What follows belongs to an exercise in optimizing a design on an open flow for small area; a production flow would make more cautious choices. Function was checked by simulation only, so behaviour that the tests miss may differ from the original. The flow treats the clock pin as an ideal source, which a real chip does not have. No activity file was given, so power comes from the tool's default toggle rates.

==> inputs of 04-05 <==
==> flow/design.v <==
module final_project(clk, rst, a_in, sw, HEX3, HEX2, HEX1, btn2, btn1, btn0, HEX0, led);
	input clk;
	input rst;
	input [3:0] a_in;
	input [5:0] sw;
	output [0:7] HEX3;
	output [0:7] HEX2;
	output [0:7] HEX1;
	output [0:7] HEX0;
	input btn2;
	input btn1;
	input btn0;
	output reg [9:0] led;
	reg [3:0] d3, d2, d1, d0;    
	reg [9:0] n;                 
	reg [3:0] i, j;              
	reg c;                       
	function [3:0] fix;
		input [3:0] v;
		reg big_;
		begin
			big_ = v[3] & (v[2] | v[1]);
			fix = v | {3'b0, big_};
		end
	endfunction
	assign HEX3[0] = (~d3[3] & ~d3[2] & ~d3[1] & d3[0]) | (d3[3] & d3[1] & ~d3[0]) | (d3[2] & ~d3[1] & ~d3[0]);
	assign HEX3[1] = ~((d3[3] & d3[0]) | (~d3[3] & ~d3[2]) | (~d3[1] & ~d3[0]) | (d3[1] & d3[0]));
	assign HEX3[2] = (~d3[2] & d3[1] & ~d3[0]);
	assign HEX3[3] = (~d3[3] & ~d3[2] & ~d3[1] & d3[0]) | (~d3[3] & d3[2] & d3[1] & d3[0]) | (d3[2] & ~d3[1] & ~d3[0]);
	assign HEX3[4] = (d3[2] & ~d3[1] & ~d3[0]) | (~d3[3] & d3[0]) | (~d3[2] & ~d3[1] & d3[0]);
	assign HEX3[5] = ~((~d3[1] & ~d3[0]) | (d3[2]) | (d3[3]));
	assign HEX3[6] = (~d3[3] & ~d3[2] & ~d3[1]) | (d3[3] & d3[1] & ~d3[0]) | (~d3[3] & d3[2] & d3[1] & d3[0]);
	assign HEX3[7] = (~d3[3]) | (~d3[0]) | (~d3[2] & ~d3[1]);
	assign HEX2[0] = ~((~d2[2] & ~d2[0]) | (d2[3] & d2[0]) | (d2[2] & d2[0]) | (~d2[3] & d2[1]));
	assign HEX2[1] = (d2[2] & d2[1] & ~d2[0]) | (~d2[3] & d2[2] & ~d2[1] & d2[0]);
	assign HEX2[2] = (~d2[3] & ~d2[2] & d2[1] & ~d2[0]);
	assign HEX2[3] = (~d2[3] & ~d2[2] & ~d2[1] & d2[0]) | (~d2[3] & d2[2] & d2[1] & d2[0]) | (d2[3] & ~d2[2] & d2[1] & ~d2[0]) | (d2[2] & ~d2[1] & ~d2[0]);
	assign HEX2[4] = (~d2[3] & d2[0]) | (~d2[2] & ~d2[1] & d2[0]) | (~d2[3] & d2[2] & ~d2[1]);
	assign HEX2[5] = (d2[3] & d2[2] & ~d2[0]) | (~d2[3] & ~d2[2] & d2[0]) | (~d2[3] & ~d2[2] & d2[1]);
	assign HEX2[6] = (~d2[3] & ~d2[2] & ~d2[1]) | (~d2[3] & d2[2] & d2[1] & d2[0]);
	assign HEX2[7] = (~d2[3]) | (~d2[0]) | (~d2[2] & ~d2[1]);
	assign HEX1[0] = ~((~d1[2] & ~d1[0]) | (d1[3] & d1[0]) | (d1[2] & d1[0]) | (~d1[3] & d1[1]));
	assign HEX1[1] = (d1[2] & d1[1] & ~d1[0]) | (~d1[3] & d1[2] & ~d1[1] & d1[0]);
	assign HEX1[2] = (~d1[2] & d1[1] & ~d1[0]);
	assign HEX1[3] = (~d1[3] & ~d1[2] & ~d1[1] & d1[0]) | (~d1[3] & d1[2] & d1[1] & d1[0]) | (d1[2] & ~d1[1] & ~d1[0]);
	assign HEX1[4] = (d1[2] & ~d1[1] & ~d1[0]) | (~d1[3] & d1[0]) | (~d1[2] & ~d1[1] & d1[0]);
	assign HEX1[5] = ~((~d1[1] & ~d1[0]) | (~d1[3] & d1[2]) | (d1[3] & d1[0]));
	assign HEX1[6] = (~d1[3] & ~d1[2] & ~d1[1]) | (~d1[3] & d1[2] & d1[1] & d1[0]);
	assign HEX1[7] = (~d1[3]) | (~d1[0]) | (~d1[2] & ~d1[1]);
	assign HEX0[0] = ~((~d0[2] & ~d0[0]) | (d0[3] & d0[0]) | (d0[2] & d0[0]) | (~d0[3] & d0[1]));
	assign HEX0[1] = (d0[3] & ~d0[2] & d0[1] & ~d0[0]) | (~d0[3] & d0[2] & ~d0[1] & d0[0]) | (~d0[3] & d0[2] & d0[1] & ~d0[0]);
	assign HEX0[2] = (~d0[2] & d0[1] & ~d0[0]);
	assign HEX0[3] = (~d0[3] & ~d0[2] & ~d0[1] & d0[0]) | (~d0[3] & d0[2] & d0[1] & d0[0]) | (d0[2] & ~d0[1] & ~d0[0]);
	assign HEX0[4] = (~d0[3] & d0[0]) | (~d0[2] & ~d0[1] & d0[0]) | (~d0[3] & d0[2] & ~d0[1]);
	assign HEX0[5] = (d0[3] & d0[2] & ~d0[0]) | (~d0[3] & ~d0[2] & d0[0]) | (~d0[3] & ~d0[2] & d0[1]);
	assign HEX0[6] = (~d0[3] & ~d0[2] & ~d0[1]) | (~d0[3] & d0[2] & d0[1] & d0[0]);
	assign HEX0[7] = (~d0[3]) | (~d0[0]) | (~d0[2] & ~d0[1]);
	wire big = a_in[3] & (a_in[2] | a_in[1]);
	wire ld3 = sw[3] & ~big;
	wire [3:0] fa = fix(a_in);
	wire [3:0] h3 = ld3   ? a_in : d3;
	wire [3:0] h2 = sw[2] ? fa : d2;
	wire [3:0] h1 = sw[1] ? fa : d1;
	wire [3:0] h0 = sw[0] ? fa : d0;
	wire guess = sw[5] & ~c;
	wire s = guess & ~sw[4];
	wire e3 = h3 == 4'd1;
	wire e2 = h2 == 4'd2;
	wire e1 = h1 == 4'd3;
	wire e0 = h0 == 4'd4;
	wire nob = ~(e3 | e2 | e1 | e0);
	wire c3 = nob & (h3 == 4'd2 || h3 == 4'd3 || h3 == 4'd4);
	wire c2 = nob & (h2 == 4'd1 || h2 == 4'd3 || h2 == 4'd4);
	wire c1 = nob & (h1 == 4'd1 || h1 == 4'd2 || h1 == 4'd4);
	wire c0 = nob & (h0 == 4'd1 || h0 == 4'd2 || h0 == 4'd3);
	wire [2:0] nb = s ? {2'b0, e3} + {2'b0, e2} + {2'b0, e1} + {2'b0, e0} : 3'd0;
	wire [2:0] nw = s ? {2'b0, c3} + {2'b0, c2} + {2'b0, c1} + {2'b0, c0} : 3'd0;
	wire clr = rst | sw[4];
	wire [3:0] nj = j + {1'b0, nb};
	wire [3:0] ni = i + {1'b0, nw};
	wire good = s & (nj == 4'd4);
	wire res = guess & ~good;
	wire lo = (n[9:4] == 6'd0);
	wire [9:0] hit;
	genvar k;
	generate for (k = 0; k < 10; k = k + 1) begin : g_hit
		assign hit[k] = lo & (n[3:0] == k);
	end endgenerate
	wire lose = ~led[0] | hit[0];
	wire [10:0] t;
	assign t[0] = res;
	generate for (k = 0; k < 10; k = k + 1) begin : g_dec
		assign t[k + 1] = t[k] & ~n[k];
	end endgenerate
	always @(posedge clk) begin
		if (rst) begin
			d3 <= 4'd0; d2 <= 4'd0; d1 <= 4'd0; d0 <= 4'd0;
		end else if (guess) begin
			d3 <= sw[4] ? 4'd0 : good ? 4'd6 : fix(nj);      
			d2 <= good ? 4'd14 : 4'd10;                         
			d1 <= sw[4] ? 4'd0 : good ? 4'd14 : fix(ni);      
			d0 <= good ? 4'd14 : 4'd8;                         
		end else if (sw[4]) begin
			d3 <= lose ? 4'd10 : 4'd0;                      
			d2 <= 4'd0;                                   
			d1 <= lose ? 4'd5 : 4'd0;                     
			d0 <= lose ? 4'd10 : 4'd0;                      
		end else begin
			d3 <= h3; d2 <= h2; d1 <= h1; d0 <= h0;
		end
		if (clr) begin
			i <= 4'd0;
			j <= 4'd0;
		end else begin
			i <= ni;
			j <= nj;
		end
		if (rst) begin
			led <= 10'b1111111111;
			n <= 10'd10;
			c <= 1'b0;
		end else begin
			if (sw[4]) led <= led & ~hit;
			n <= n ^ t;
			c <= res | (c & ~sw[4]);
		end
	end
endmodule
==> flow/flow/run.sh <==
#!/bin/bash
# The standard layout, except:
#  - ABC maps the logic with flow/abc.script.in (area-oriented) instead of ORFS's script:
#    101 seeds are tried stand-alone (flow/abc_try.sh), the best 4 rerun in yosys and the
#    smallest result kept (flow/abc_override.tcl),
#  - no adder extraction (ABC maps the adders with the rest of the logic),
#  - each port gets a sky130_fd_sc_hd__buf_1 as its port buffer,
#  - the clock tree is built without dummy loads, in clusters of up to 50 sinks,
#    and its buffers are then shrunk while the clock slew stays low (flow/resize_cts.tcl).
set -euo pipefail
W=$PWD
export MY_ABC_SCRIPT=$W/flow/abc.script.in
export MY_ABC_SEEDS="$(seq -s " " 0 100)"
export MY_ABC_TRY=$W/flow/abc_try.sh
export MY_ABC_DIR=$W
cat flow/abc_override.tcl synth_recipe.tcl > my_synth.tcl
sed "s#SYNTH_SCRIPT=[^ ]*#SYNTH_SCRIPT=$W/my_synth.tcl#" standard.sh > my_standard.sh
export CTS_ARGS="-sink_clustering_enable -repair_clock_nets -sink_clustering_size 50 -sink_clustering_max_diameter 500 -buf_list sky130_fd_sc_hd__clkbuf_8 -root_buf sky130_fd_sc_hd__clkbuf_8 -dont_use_dummy_load"
export POST_CTS_TCL=$W/flow/resize_cts.tcl
export BUFFER_PORTS_ARGS="-buffer_cell sky130_fd_sc_hd__buf_1"
bash my_standard.sh ADDER_MAP_FILE= finish > make_finish.log 2>&1
==> flow/flow/abc.script.in <==
strash
&get -n
&deepsyn -T 10 -S @SEED@
&put
dch
amap
==> flow/flow/abc_override.tcl <==
# Run ABC with this flow's area script (flow/abc.script.in), trying many seeds
# of its &deepsyn step: every seed is tried in a stand-alone ABC on the logic
# yosys hands to ABC (in parallel), then yosys's abc runs the best few seeds
# and the netlist with the smallest cell area is kept.
proc abc {args} {
  set i [lsearch -exact $args -script]
  set libs {}
  set rl "read_lib -w"
  set lib_files {}
  for { set k 0 } { $k < [llength $args] - 1 } { incr k } {
    set v [lindex $args [expr { $k + 1 }]]
    switch -- [lindex $args $k] {
      -liberty { lappend libs -liberty $v; lappend lib_files $v }
      -dont_use { append rl " -X $v" }
    }
  }
  append rl " [join $lib_files { }]"
  set abc_bin yosys-abc
  if { [info exists ::env(YOSYS_EXE)] } {
    set abc_bin [file join [file dirname $::env(YOSYS_EXE)] yosys-abc]
  }
  set dir $::env(MY_ABC_DIR)
  set tmpl [read [open $::env(MY_ABC_SCRIPT)]]
  yosys design -save my_pre_abc
  # 1. the logic as ABC sees it, and the library as yosys gives it to ABC
  set f [file join $dir abc_dump.script]
  set fh [open $f w]
  puts $fh "write_blif [file join $dir abc_in.blif]\nstrash\ndch\namap"
  close $fh
  set a $args
  lset a [expr { $i + 1 }] $f
  yosys abc {*}$a
  # 2. try every seed stand-alone
  set seeds [exec bash $::env(MY_ABC_TRY) $abc_bin [file join $dir abc_in.blif] $::env(MY_ABC_SCRIPT) $rl {*}$::env(MY_ABC_SEEDS)]
  puts "abc seeds by stand-alone area: $seeds"
  # 3. run the best few in yosys
  yosys design -load my_pre_abc
  set best_area 1e30
  set best_seed -1
  foreach seed [lrange $seeds 0 3] {
    yosys design -load my_pre_abc
    set f [file join $dir abc_seed$seed.script]
    set fh [open $f w]
    puts $fh [string map [list @SEED@ $seed] $tmpl]
    close $fh
    set a $args
    lset a [expr { $i + 1 }] $f
    yosys abc {*}$a
    set st [yosys tee -q -s result.string stat {*}$libs]
    regexp {Chip area for module [^:]*:\s*([0-9.]+)} $st -> area
    puts "abc seed $seed: area $area"
    if { $area < $best_area } {
      set best_area $area
      set best_seed $seed
      yosys design -save my_best_abc
    }
  }
  puts "abc: kept seed $best_seed, area $best_area"
  yosys design -load my_best_abc
}
==> flow/flow/abc_try.sh <==
#!/bin/bash
# usage: abc_try.sh ABC_BINARY IN.blif SCRIPT.in "READ_LIB_CMD" SEED...
# Runs SCRIPT.in (with @SEED@ replaced) on IN.blif for every seed, in parallel,
# and prints the seeds ordered by mapped cell area (smallest first).
abc=$1; blif=$2; tmpl=$3; rl=$4; shift 4
export abc blif tmpl rl
printf '%s\n' "$@" | xargs -P "${NUM_CORES:-4}" -I{} bash -c '
  s={}
  script=$(sed "s/@SEED@/$s/g" "$tmpl" | tr "\n" ";")
  a=$("$abc" -c "$rl; read_blif $blif; $script print_stats" 2>&1 | grep -o "area =[0-9.]*" | tail -1 | cut -d= -f2)
  echo "${a:-1e30} $s"
' | sort -g | awk '{print $2}' | tr '\n' ' '
==> flow/flow/resize_cts.tcl <==
# Shrink the clock buffers CTS placed: the root buffer only drives the other
# clock buffers, and each leaf buffer takes the smallest size that keeps its
# flip-flops' clock slew under a margin.
set block [ord::get_db_block]
set db [ord::get_db]
set slew_cap 0.110
proc out_net { inst } {
  foreach it [$inst getITerms] { if { [$it isOutputSignal] } { return [$it getNet] } }
  return ""
}
proc max_clk_slew { } {
  set mx 0
  foreach p [get_pins -hierarchical */CLK] {
    set s [get_property $p slew_max]
    if { $s > $mx } { set mx $s }
  }
  return $mx
}
set clkbufs {}
foreach inst [$block getInsts] {
  if { [string match "sky130_fd_sc_hd__clkbuf_*" [[$inst getMaster] getName]] } { lappend clkbufs $inst }
}
estimate_parasitics -placement
puts "clock slew before: [max_clk_slew]"
foreach inst $clkbufs {
  set orig [[$inst getMaster] getName]
  foreach size {1 2 4 8} {
    set m "sky130_fd_sc_hd__clkbuf_$size"
    if { $m eq $orig } { break }
    $inst swapMaster [$db findMaster $m]
    estimate_parasitics -placement
    if { [max_clk_slew] <= $slew_cap } {
      puts "[$inst getName]: $orig -> $m"
      set orig ""
      break
    }
    $inst swapMaster [$db findMaster $orig]
  }
}
estimate_parasitics -placement
puts "clock slew after: [max_clk_slew]"
==> flow/standard.sh <==
#!/bin/bash
# synth_recipe.tcl (not shown) runs the flow's synth.tcl, then flattens the netlist and writes it again
# the make line also repeats each setting of config.mk as NAME=value (left out here)
make -C /OpenROAD-flow-scripts/flow DESIGN_CONFIG=/design/flow/config.mk WORK_HOME=/design/flow/orfs CLKGATE_MAP_FILE= SYNTH_SCRIPT=/design/flow/synth_recipe.tcl "${@:-finish}"
==> flow/config.mk <==
export PLATFORM = sky130hd
export DESIGN_NAME = final_project
export DESIGN_NICKNAME = final_project
export VERILOG_FILES = /design/flow/design.v
export SDC_FILE = /design/flow/constraint.sdc
export NUM_CORES = 4
export LEC_CHECK = 0
export CAP_MARGIN = 20
export CORE_MARGIN = 2
export CORE_UTILIZATION = 40
export SLEW_MARGIN = 20
==> flow/constraint.sdc <==
create_clock -name core_clock -period 8.0 [get_ports {clk}]
set_input_delay 1.6000 -clock core_clock [delete_from_list [all_inputs] [get_ports {clk}]]
set_output_delay 1.6000 -clock core_clock [all_outputs]
set_load 0.01 [all_outputs]
==> 07-02: changes against 04-05 <==
--- a/flow/design.v
+++ b/flow/design.v
@@ -65,13 +65,17 @@
 	wire guess = sw[5] & ~c;
 	wire s = guess & ~sw[4];
-	wire e3 = h3 == 4'd1;
-	wire e2 = h2 == 4'd2;
-	wire e1 = h1 == 4'd3;
-	wire e0 = h0 == 4'd4;
+	wire e3 = (~h3[3] & ~h3[2] & ~h3[1] & h3[0]);
+	wire e2 = (~h2[3] & ~h2[2] & h2[1] & ~h2[0]);
+	wire e1 = (~h1[3] & ~h1[2] & h1[1] & h1[0]);
+	wire e0 = (h0[2] & ~h0[1] & ~h0[0]);
+	wire x3 = (~h3[3] & ~h3[2] & h3[1]) | (h3[2] & ~h3[1] & ~h3[0]);
+	wire x2 = (~h2[3] & ~h2[2] & h2[0]) | (h2[2] & ~h2[1] & ~h2[0]);
+	wire x1 = (~h1[3] & ~h1[2] & h1[0]) | (~h1[3] & ~h1[2] & h1[1]) | (h1[2] & ~h1[1] & ~h1[0]);
+	wire x0 = (~h0[3] & ~h0[2] & h0[0]) | (~h0[3] & ~h0[2] & h0[1]);
 	wire nob = ~(e3 | e2 | e1 | e0);
-	wire c3 = nob & (h3 == 4'd2 || h3 == 4'd3 || h3 == 4'd4);
-	wire c2 = nob & (h2 == 4'd1 || h2 == 4'd3 || h2 == 4'd4);
-	wire c1 = nob & (h1 == 4'd1 || h1 == 4'd2 || h1 == 4'd4);
-	wire c0 = nob & (h0 == 4'd1 || h0 == 4'd2 || h0 == 4'd3);
+	wire c3 = nob & x3;
+	wire c2 = nob & x2;
+	wire c1 = nob & x1;
+	wire c0 = nob & x0;
 	wire [2:0] nb = s ? {2'b0, e3} + {2'b0, e2} + {2'b0, e1} + {2'b0, e0} : 3'd0;
 	wire [2:0] nw = s ? {2'b0, c3} + {2'b0, c2} + {2'b0, c1} + {2'b0, c0} : 3'd0;
--- a/flow/flow/run.sh
+++ b/flow/flow/run.sh
@@ -1,7 +1,7 @@
 #!/bin/bash
 # The standard layout, except:
-#  - ABC maps the logic with flow/abc.script.in (area-oriented) instead of ORFS's script:
-#    101 seeds are tried stand-alone (flow/abc_try.sh), the best 4 rerun in yosys and the
-#    smallest result kept (flow/abc_override.tcl),
+#  - ABC maps the logic with flow/abc.script.in or flow/abc2.script.in (area-oriented)
+#    instead of ORFS's script: both with 101 seeds are tried stand-alone (flow/abc_try.sh),
+#    the best 4 rerun in yosys and the smallest result kept (flow/abc_override.tcl),
 #  - no adder extraction (ABC maps the adders with the rest of the logic),
 #  - each port gets a sky130_fd_sc_hd__buf_1 as its port buffer,
@@ -10,6 +10,6 @@
 set -euo pipefail
 W=$PWD
-export MY_ABC_SCRIPT=$W/flow/abc.script.in
-export MY_ABC_SEEDS="$(seq -s " " 0 100)"
+export MY_ABC_SCRIPTS="$W/flow/abc.script.in $W/flow/abc2.script.in"
+export MY_ABC_CANDIDATES="$(for k in 0 1; do for s in $(seq 0 100); do printf '%s:%s ' $k $s; done; done)"
 export MY_ABC_TRY=$W/flow/abc_try.sh
 export MY_ABC_DIR=$W
==> flow/flow/abc2.script.in (new file) <==
strash
&get -n
&deepsyn -T 10 -S @SEED@
&put
dch -r
amap -m
--- a/flow/flow/abc_override.tcl
+++ b/flow/flow/abc_override.tcl
@@ -1,5 +1,5 @@
-# Run ABC with this flow's area script (flow/abc.script.in), trying many seeds
-# of its &deepsyn step: every seed is tried in a stand-alone ABC on the logic
-# yosys hands to ABC (in parallel), then yosys's abc runs the best few seeds
+# Run ABC with this flow's area scripts (flow/abc*.script.in), trying many seeds
+# of their &deepsyn step: every script and seed is tried in a stand-alone ABC on
+# the logic yosys hands to ABC (in parallel), then yosys's abc runs the best few
 # and the netlist with the smallest cell area is kept.
 proc abc {args} {
@@ -21,5 +21,5 @@
   }
   set dir $::env(MY_ABC_DIR)
-  set tmpl [read [open $::env(MY_ABC_SCRIPT)]]
+  set tmpls $::env(MY_ABC_SCRIPTS)
   yosys design -save my_pre_abc
   # 1. the logic as ABC sees it, and the library as yosys gives it to ABC
@@ -32,6 +32,6 @@
   yosys abc {*}$a
   # 2. try every seed stand-alone
-  set seeds [exec bash $::env(MY_ABC_TRY) $abc_bin [file join $dir abc_in.blif] $::env(MY_ABC_SCRIPT) $rl {*}$::env(MY_ABC_SEEDS)]
-  puts "abc seeds by stand-alone area: $seeds"
+  set seeds [exec bash $::env(MY_ABC_TRY) $abc_bin [file join $dir abc_in.blif] $rl $tmpls {*}$::env(MY_ABC_CANDIDATES)]
+  puts "abc candidates by stand-alone area: $seeds"
   # 3. run the best few in yosys
   yosys design -load my_pre_abc
@@ -40,7 +40,9 @@
   foreach seed [lrange $seeds 0 3] {
     yosys design -load my_pre_abc
-    set f [file join $dir abc_seed$seed.script]
+    lassign [split $seed :] k s
+    set tmpl [read [open [lindex $tmpls $k]]]
+    set f [file join $dir abc_${k}_$s.script]
     set fh [open $f w]
-    puts $fh [string map [list @SEED@ $seed] $tmpl]
+    puts $fh [string map [list @SEED@ $s] $tmpl]
     close $fh
     set a $args
==> flow/flow/abc_try.sh (replaced) <==
#!/bin/bash
# usage: abc_try.sh ABC_BINARY IN.blif "READ_LIB_CMD" "SCRIPT0.in SCRIPT1.in ..." CANDIDATE...
# A candidate is K:S, script K with seed S (@SEED@ replaced). Runs every candidate
# on IN.blif in parallel and prints the candidates ordered by mapped cell area.
abc=$1; blif=$2; rl=$3; tmpls=$4; shift 4
export abc blif rl tmpls
printf '%s\n' "$@" | xargs -P "${NUM_CORES:-4}" -I{} bash -c '
  c={}
  k=${c%%:*}; s=${c##*:}
  read -r -a t <<< "$tmpls"
  script=$(sed "s/@SEED@/$s/g" "${t[$k]}" | tr "\n" ";")
  a=$("$abc" -c "$rl; read_blif $blif; $script print_stats" 2>&1 | grep -o "area =[0-9.]*" | tail -1 | cut -d= -f2)
  echo "${a:-1e30} $c"
' | sort -g | awk '{print $2}' | tr '\n' ' '
==> 10-22: changes against 04-05 <==
==> flow/design.v, changed modules only <==
module final_project(clk, rst, a_in, sw, HEX3, HEX2, HEX1, btn2, btn1, btn0, HEX0, led);
	input clk;
	input rst;
	input [3:0] a_in;
	input [5:0] sw;
	output reg [0:7] HEX3;
	output reg [0:7] HEX2;
	output reg [0:7] HEX1;
	output reg [0:7] HEX0;
	input btn2;
	input btn1;
	input btn0;
	output reg [9:0] led;
	reg [3:0] d3, d2, d1, d0;    
	reg [9:0] n;                 
	reg [3:0] i, j;              
	reg c;                       
	function [0:7] seg;
		input [3:0] k;
		seg = (k == 4'd0) ? 8'b00000011 :
		      (k == 4'd1) ? 8'b10011111 :
		      (k == 4'd2) ? 8'b00100101 :
		      (k == 4'd3) ? 8'b00001101 :
		      (k == 4'd4) ? 8'b10011001 :
		      (k == 4'd5) ? 8'b01001001 :
		      (k == 4'd6) ? 8'b01000001 :
		      (k == 4'd7) ? 8'b00011011 :
		      (k == 4'd8) ? 8'b00000001 :
		      (k == 4'd9) ? 8'b00001001 : 8'b00000000;
	endfunction
	function [3:0] fix;
		input [3:0] v;
		fix = {v[3:1], v[0] | (v[3] & (v[2] | v[1]))};
	endfunction
	always @* begin
		HEX3 = (d3 == 4'b1010) ? 8'b11100011 : seg(d3);                  
		HEX2 = (d2 == 4'b1010) ? 8'b00010001 :                           
		       (d2 == 4'b1110) ? 8'b11000101 : seg(d2);                  
		HEX1 = (d1 == 4'b1110) ? 8'b11000101 : seg(d1);                  
		HEX0 = (d0 == 4'b1010) ? 8'b01100001 :                           
		       (d0 == 4'b1110) ? 8'b10000101 : seg(d0);                  
	end
	wire big = a_in[3] & (a_in[2] | a_in[1]);
	wire ld3 = sw[3] & ~big;
	wire [3:0] fa = fix(a_in);
	wire [3:0] h3 = ld3   ? a_in : d3;
	wire [3:0] h2 = sw[2] ? fa : d2;
	wire [3:0] h1 = sw[1] ? fa : d1;
	wire [3:0] h0 = sw[0] ? fa : d0;
	wire guess = sw[5] & ~c;
	wire s = guess & ~sw[4];
	wire e3 = h3 == 4'd1;
	wire e2 = h2 == 4'd2;
	wire e1 = h1 == 4'd3;
	wire e0 = h0 == 4'd4;
	wire nob = ~(e3 | e2 | e1 | e0);
	wire c3 = nob & (h3 == 4'd2 || h3 == 4'd3 || h3 == 4'd4);
	wire c2 = nob & (h2 == 4'd1 || h2 == 4'd3 || h2 == 4'd4);
	wire c1 = nob & (h1 == 4'd1 || h1 == 4'd2 || h1 == 4'd4);
	wire c0 = nob & (h0 == 4'd1 || h0 == 4'd2 || h0 == 4'd3);
	wire [2:0] nb = s ? {2'b0, e3} + {2'b0, e2} + {2'b0, e1} + {2'b0, e0} : 3'd0;
	wire [2:0] nw = s ? {2'b0, c3} + {2'b0, c2} + {2'b0, c1} + {2'b0, c0} : 3'd0;
	wire clr = rst | sw[4];
	wire [3:0] nj = j + {1'b0, nb};
	wire [3:0] ni = i + {1'b0, nw};
	wire good = s & (nj == 4'd4);
	wire res = guess & ~good;
	wire lo = (n[9:4] == 6'd0);
	wire [9:0] hit;
	genvar k;
	generate for (k = 0; k < 10; k = k + 1) begin : g_hit
		assign hit[k] = lo & (n[3:0] == k);
	end endgenerate
	wire lose = ~led[0] | hit[0];
	wire [10:0] t;
	assign t[0] = res;
	generate for (k = 0; k < 10; k = k + 1) begin : g_dec
		assign t[k + 1] = t[k] & ~n[k];
	end endgenerate
	always @(posedge clk) begin
		if (rst) begin
			d3 <= 4'd0; d2 <= 4'd0; d1 <= 4'd0; d0 <= 4'd0;
		end else if (guess) begin
			d3 <= sw[4] ? 4'd0 : fix(nj) | {2'b0, good, 1'b0};  
			d2 <= {1'b1, good, 2'b10};                    
			d1 <= sw[4] ? 4'd0 : good ? 4'b1110 : fix(ni);     
			d0 <= {1'b1, good, good, 1'b0};               
		end else if (sw[4]) begin
			d3 <= lose ? 4'b1010 : 4'd0;                  
			d2 <= 4'd0;                                   
			d1 <= lose ? 4'd5 : 4'd0;                     
			d0 <= lose ? 4'b1010 : 4'd0;                  
		end else begin
			d3 <= h3; d2 <= h2; d1 <= h1; d0 <= h0;
		end
		if (clr) begin
			i <= 4'd0;
			j <= 4'd0;
		end else begin
			i <= ni;
			j <= nj;
		end
		if (rst) begin
			led <= 10'b1111111111;
			n <= 10'd10;
			c <= 1'b0;
		end else begin
			if (sw[4]) led <= led & ~hit;
			n <= n ^ t;
			c <= res | (c & ~sw[4]);
		end
	end
endmodule
==> notes <==
In clock-buffer cell count, 10-22 and 07-02 do not differ.
Between 04-05 and 07-02, the lower combinational power is in 04-05 (gap about 20%, measured against 07-02).
Between 10-22 and 04-05, the lower area after synthesis is in 04-05 (gap about 1%, measured against 04-05).
In 04-05 the worst hold slack is higher than in 10-22, by 0.0064 ns.
Against 07-02, the first-iteration DRC count of 10-22 is higher by about 4%.
In 10-22 the sequential power is higher than in 04-05, by about 2%.
Of 10-22 and 07-02, 10-22 has the higher die area (gap about 2.5%, measured against 07-02).
The highest total power belongs to 10-22, the lowest to 04-05.
Clock power is about the same in 04-05 and 07-02.
Against 10-22, the global-route usage of 07-02 is lower by 1.1 points.
==> figures <==
quantity                                                                       07-02             10-22             04-05
Result of the run                                           timing/DRC/antenna clean  timing/DRC/antenna clean  timing/DRC/antenna clean
Die Outline Area                                                            6250 um2          6410 um2          6350 um2
Number of buffer and inverter instances along the worst setup path                 4                 2                 3
Net switching power                                                           144 uW            160 uW            134 uW
Number of logic stages on the critical path including buffering                   35                32                32
Number of cells on the worst hold path                                             2                 1                 1
Avg Cell Area, Syn                                                          7.11 um2          6.93 um2          7.05 um2
P_seq                                                                         244 uW            245 uW            241 uW
Post-Synth XOR/XNOR Area                                                          0%            0.378%            0.382%
Pwr dens                                                                  174 nW/um2        178 nW/um2        165 nW/um2
Max rail drop VDD                                                         0.000125 V        0.000115 V        0.000106 V
Sequential cell area fraction in the yosys report                              40.0%             38.9%             39.3%
Post-route cell area                                                        2600 um2          2660 um2          2640 um2
Power drawn by the clock network                                             99.6 uW            103 uW            102 uW
Maximum clock frequency                                                      173 MHz           161 MHz           157 MHz
Reg-to-reg startpoint                                               d2[0]$_SDFF_PP0_  d2[0]$_SDFF_PP0_  d0[1]$_SDFF_PP0_
Area after DPL                                                              2550 um2          2610 um2          2590 um2
Combinational Power Share                                                      24.0%             26.3%             21.1%
Half-perimeter wire length of the detailed placement result                  3990 um           4290 um           4080 um
Multi-Input Combinational                                                        233               240               243
Global-route wire length before repair                                       8610 um           9360 um           9300 um

## afterwards: timing with drivers on the ports
Ports are ideal in the flow. The routed layouts listed here were re-timed in OpenROAD. Step 1 (the two cells are an assumption about what drives the block):
set clk [get_ports {clk}]
set_driving_cell -lib_cell sky130_fd_sc_hd__clkbuf_16 $clk
set_driving_cell -lib_cell sky130_fd_sc_hd__buf_2 [delete_from_list [all_inputs] $clk]
Step 2, shift: input delay + t, output delay - t, t = (earliest + latest rising clock arrival at the registers) / 2. This alone moves slack from input paths to output paths. a / b / c = ideal ports / drivers / drivers and shift; a / b = the first two.
run	shift t [ns]	setup WS [ns]	clock arrival spread, ns	worst register clock-pin slew, ns
04-05	0.512	1.612 / 1.610 / 1.098	0.029 / 0.029	0.11 / 0.11
07-02	0.523	2.232 / 2.236 / 1.713	0.033 / 0.034	0.10 / 0.10
10-22	0.534	1.792 / 1.795 / 1.260	0.023 / 0.023	0.10 / 0.10
After both steps setup and hold are still met in every run listed. The setup slack of 10-22, which loses most, moves by +0.003 ns with the drivers and by -0.532 ns with both steps.
